Background: an optimization exercise with open tools, aiming at small area. Do not read the settings as production practice.
Only simulation tests tie the RTL to the original design; equivalence was not proved.
Power figures rest on the tool's default switching activity, not on a simulated workload.

==> module top_given, before the edit <==
module top_given(clk, rst_n, RXD, TXD);
    input clk;
    input rst_n;
    input RXD;
    output reg TXD;
    localparam IDLE = 3'd0, RX = 3'd1, TX0 = 3'd4, TX1 = 3'd5, TX2 = 3'd6;
    reg [8:0] c;
    reg [3:0] j;
    reg [2:0] f;
    reg       cleared;
    wire tx = f[2];
    wire pulse = c[8] & c[7] & c[5] & c[4] & c[0];     
    wire restart = ((f == RX) && (j == 4'd8) && c[3]) ||   
                   (tx && (j == 4'd10) && c[0]);           
    always @(posedge clk or negedge rst_n) begin
        if (!rst_n) begin
            c <= 9'd0;
            j <= 4'd15;
            f <= IDLE;
            cleared <= 1'b0;
        end else if (f == IDLE) begin
            if (!cleared) begin
                c <= c + 1'b1;
                if (c[6]) cleared <= 1'b1;
            end else if (RXD) begin
                c <= 9'd210;
            end else begin
                c <= c + 1'b1;
                if (c[2] & c[1]) f <= RX;    
            end
        end else if (restart) begin
            c <= 9'd215;
            j <= 4'd15;
            case (f)
                RX:  f <= TX0;
                TX0: f <= TX1;
                TX1: f <= TX2;
                default: f <= IDLE;
            endcase
        end else begin
            c <= pulse ? 9'd0 : c + 1'b1;
            if (pulse) j <= j + 1'b1;
        end
    end
    reg [2:0] phi;
    always @(posedge clk) phi <= phi + 1'b1;
    reg [63:0] r;
    wire chain = !cleared || ((f == RX) && (j == 4'd15) && (c[8:3] == 6'd27));
    wire ins0 = chain || ((f == RX) && (c[8:3] == 6'd53) && (phi == j[2:0]));
    integer k;
    always @(posedge clk) begin
        for (k = 0; k < 8; k = k + 1)
            r[k*8 +: 7] <= r[k*8+1 +: 7];
        r[7] <= ins0 ? (RXD & cleared) : r[0];
        for (k = 1; k < 8; k = k + 1)
            r[k*8+7] <= chain ? r[(k-1)*8] : r[k*8];
    end
    wire [3:0] tapA = {r[3*8+1], r[2*8+3], r[1*8+1], r[0*8+0]};
    wire [3:0] tapB = {r[4*8+1], r[5*8+3], r[6*8+1], r[7*8+0]};
    wire [3:0] col = c[7:4];
    wire       rho = c[3];
    wire [2:0] psi = phi - col[2:0];
    reg        pres;
    reg  [1:0] q;
    reg  [2:0] s;
    always @(*) begin
        pres = 1'b0; q = 2'd0; s = 3'd0;
        case ({rho, psi})
            4'b0_000: begin pres = 1'b1; q = 2'd0; s = 3'd0; end
            4'b1_000: begin pres = 1'b1; q = 2'd2; s = 3'd5; end
            4'b0_010: begin pres = 1'b1; q = 2'd2; s = 3'd3; end
            4'b1_010: begin pres = 1'b1; q = 2'd3; s = 3'd5; end
            4'b0_011: begin pres = 1'b1; q = 2'd1; s = 3'd4; end
            4'b1_011: begin pres = 1'b1; q = 2'd3; s = 3'd4; end
            4'b0_100: begin pres = 1'b1; q = 2'd2; s = 3'd1; end
            4'b1_100: begin pres = 1'b1; q = 2'd3; s = 3'd3; end
            4'b0_101: begin pres = 1'b1; q = 2'd2; s = 3'd0; end
            4'b1_101: begin pres = 1'b1; q = 2'd3; s = 3'd2; end
            4'b0_110: begin pres = 1'b1; q = 2'd0; s = 3'd2; end
            4'b1_110: begin pres = 1'b1; q = 2'd3; s = 3'd1; end
            4'b0_111: begin pres = 1'b1; q = 2'd1; s = 3'd0; end
            4'b1_111: begin pres = 1'b1; q = 2'd3; s = 3'd0; end
            default: ;
        endcase
    end
    wire [4:0] bidx = {1'b0, col} - {2'b0, s};
    wire valid = pres && !bidx[4] && !bidx[3];
    wire inv = (bidx[2:0] == 3'd7);
    wire bA = valid & (tapA[q] ^ inv);
    wire bB = valid & (tapB[q] ^ inv);
    reg  [5:0] a;
    wire [5:0] v = a + bA + bB;
    wire colend = (c[3:0] == 4'd15);
    always @(posedge clk) begin
        if (c[8])
            a <= 6'd0;
        else if (colend)
            a <= {1'b0, v[5:1]};
        else
            a <= v;
    end
    wire [3:0] target = {f != TX2, (f == TX0) ? 3'd7 : j[2:0]};
    reg ybit;
    always @(posedge clk) begin
        if (!c[8] && colend && (col == target))
            ybit <= v[0] ^ (&col);
    end
    always @(posedge clk or negedge rst_n) begin
        if (!rst_n)
            TXD <= 1'b1;
        else if (tx && pulse)
            TXD <= (j == 4'd15) ? 1'b0 : (j[3] ? 1'b1 : ybit);
    end
endmodule
export LEC_CHECK = 0
export CAP_MARGIN = 20
export CORE_MARGIN = 2
export CORE_UTILIZATION = 40
export PLACE_DENSITY = 0.6
export SLEW_MARGIN = 20
create_clock -name core_clock -period 20.0 [get_ports {clk}]
run.sh (not shown) runs the stock make flow with config.mk's settings and CLKGATE_MAP_FILE= SYNTH_SCRIPT=/design/flow/synth_recipe.tcl, a recipe that flattens the netlist after the stock synthesis.
Edit:
--- a/flow/design.v
+++ b/flow/design.v
@@ -55,47 +55,44 @@
         for (k = 1; k < 8; k = k + 1)
             r[k*8+7] <= chain ? r[(k-1)*8] : r[k*8];
     end
-    wire [3:0] tapA = {r[3*8+1], r[2*8+3], r[1*8+1], r[0*8+0]};
-    wire [3:0] tapB = {r[4*8+1], r[5*8+3], r[6*8+1], r[7*8+0]};
+    wire [3:0] tapA = {r[3*8+6], r[2*8+2], r[1*8+1], r[0*8+0]};
+    wire [3:0] tapB = {r[4*8+6], r[5*8+2], r[6*8+1], r[7*8+0]};
     wire [3:0] col = c[7:4];
     wire       rho = c[3];
     wire [2:0] psi = phi - col[2:0];
     reg        pres;
     reg  [1:0] q;
     reg  [2:0] s;
+    reg        dneg;
     always @(*) begin
-        pres = 1'b0; q = 2'd0; s = 3'd0;
+        pres = 1'b1; q = 2'd0; s = 3'd0; dneg = 1'b0;
         case ({rho, psi})
-            4'b0_000: begin pres = 1'b1; q = 2'd0; s = 3'd0; end
-            4'b1_000: begin pres = 1'b1; q = 2'd2; s = 3'd5; end
-            4'b0_010: begin pres = 1'b1; q = 2'd2; s = 3'd3; end
-            4'b1_010: begin pres = 1'b1; q = 2'd3; s = 3'd5; end
-            4'b0_011: begin pres = 1'b1; q = 2'd1; s = 3'd4; end
-            4'b1_011: begin pres = 1'b1; q = 2'd3; s = 3'd4; end
-            4'b0_100: begin pres = 1'b1; q = 2'd2; s = 3'd1; end
-            4'b1_100: begin pres = 1'b1; q = 2'd3; s = 3'd3; end
-            4'b0_101: begin pres = 1'b1; q = 2'd2; s = 3'd0; end
-            4'b1_101: begin pres = 1'b1; q = 2'd3; s = 3'd2; end
-            4'b0_110: begin pres = 1'b1; q = 2'd0; s = 3'd2; end
-            4'b1_110: begin pres = 1'b1; q = 2'd3; s = 3'd1; end
-            4'b0_111: begin pres = 1'b1; q = 2'd1; s = 3'd0; end
-            4'b1_111: begin pres = 1'b1; q = 2'd3; s = 3'd0; end
-            default: ;
+            4'b0_000: begin q = 2'd0; s = 3'd0; end
+            4'b0_001: begin q = 2'd2; s = 3'd5; end
+            4'b0_010: begin q = 2'd3; s = 3'd0; dneg = 1'b1; end
+            4'b0_011: begin q = 2'd1; s = 3'd4; end
+            4'b0_100: begin q = 2'd3; s = 3'd6; end
+            4'b0_101: begin q = 2'd2; s = 3'd1; end
+            4'b0_110: begin q = 2'd0; s = 3'd2; end
+            4'b0_111: begin q = 2'd1; s = 3'd0; end
+            4'b1_011: begin q = 2'd2; s = 3'd3; end
+            4'b1_110: begin q = 2'd2; s = 3'd0; end
+            default: pres = 1'b0;
         endcase
     end
     wire [4:0] bidx = {1'b0, col} - {2'b0, s};
     wire valid = pres && !bidx[4] && !bidx[3];
-    wire inv = (bidx[2:0] == 3'd7);
-    wire bA = valid & (tapA[q] ^ inv);
-    wire bB = valid & (tapB[q] ^ inv);
+    wire neg = dneg ^ (bidx[2:0] == 3'd7);
+    wire [1:0] pairsum = {1'b0, tapA[q]} + {1'b0, tapB[q]};
+    wire [5:0] delta = !valid ? 6'd0 : (neg ? -{4'd0, pairsum} : {4'd0, pairsum});
     reg  [5:0] a;
-    wire [5:0] v = a + bA + bB;
+    wire [5:0] v = a + delta;
     wire colend = (c[3:0] == 4'd15);
     always @(posedge clk) begin
         if (c[8])
             a <= 6'd0;
         else if (colend)
-            a <= {1'b0, v[5:1]};
+            a <= {v[5], v[5:1]};
         else
             a <= v;
     end
@@ -103,7 +100,7 @@
     reg ybit;
     always @(posedge clk) begin
         if (!c[8] && colend && (col == target))
-            ybit <= v[0] ^ (&col);
+            ybit <= v[0];
     end
     always @(posedge clk or negedge rst_n) begin
         if (!rst_n)
After rerunning:
- first-iteration DRC count rose by 63%
- final area rose by 9.3%
- sequential share of layout area fell by 4.6 points
- sequential power fell by about 4%
- routed wire length rose by 15%
- worst hold slack got worse by 3.9 ps
- sequential cell count is unchanged
- cell count rose by 12%
- fmax fell by 0.35%
- worst setup slack got worse by 19 ps
- utilization fell by 0.78 points
- clock skew rose by 3.8 ps

## afterwards: timing with drivers on the ports
The results above use ideal ports. As a check the final layouts listed here were re-extracted and re-timed, cells and wires unchanged. Step 1 assumes that a clkbuf_16 drives the clock port and a buf_2 every other input. Step 2 moves the port delays by t, midway between the first and last clock arrival at a register: inputs arrive t later, outputs are due t later. That takes back most of the time a late clock gives input paths. Three values: ideal ports, drivers, drivers and shift; two values: the first two.
run | shift t [ns] | setup WS [ns] | clock arrival spread, ns | worst register clock-pin slew, ns
the first run | 0.387 | 14.592 / 14.560 / 14.814 | 0.012 / 0.011 | 0.10 / 0.10
the second run | 0.381 | 14.573 / 14.543 / 14.776 | 0.015 / 0.014 | 0.10 / 0.10
After both steps setup and hold are still met in every run listed.
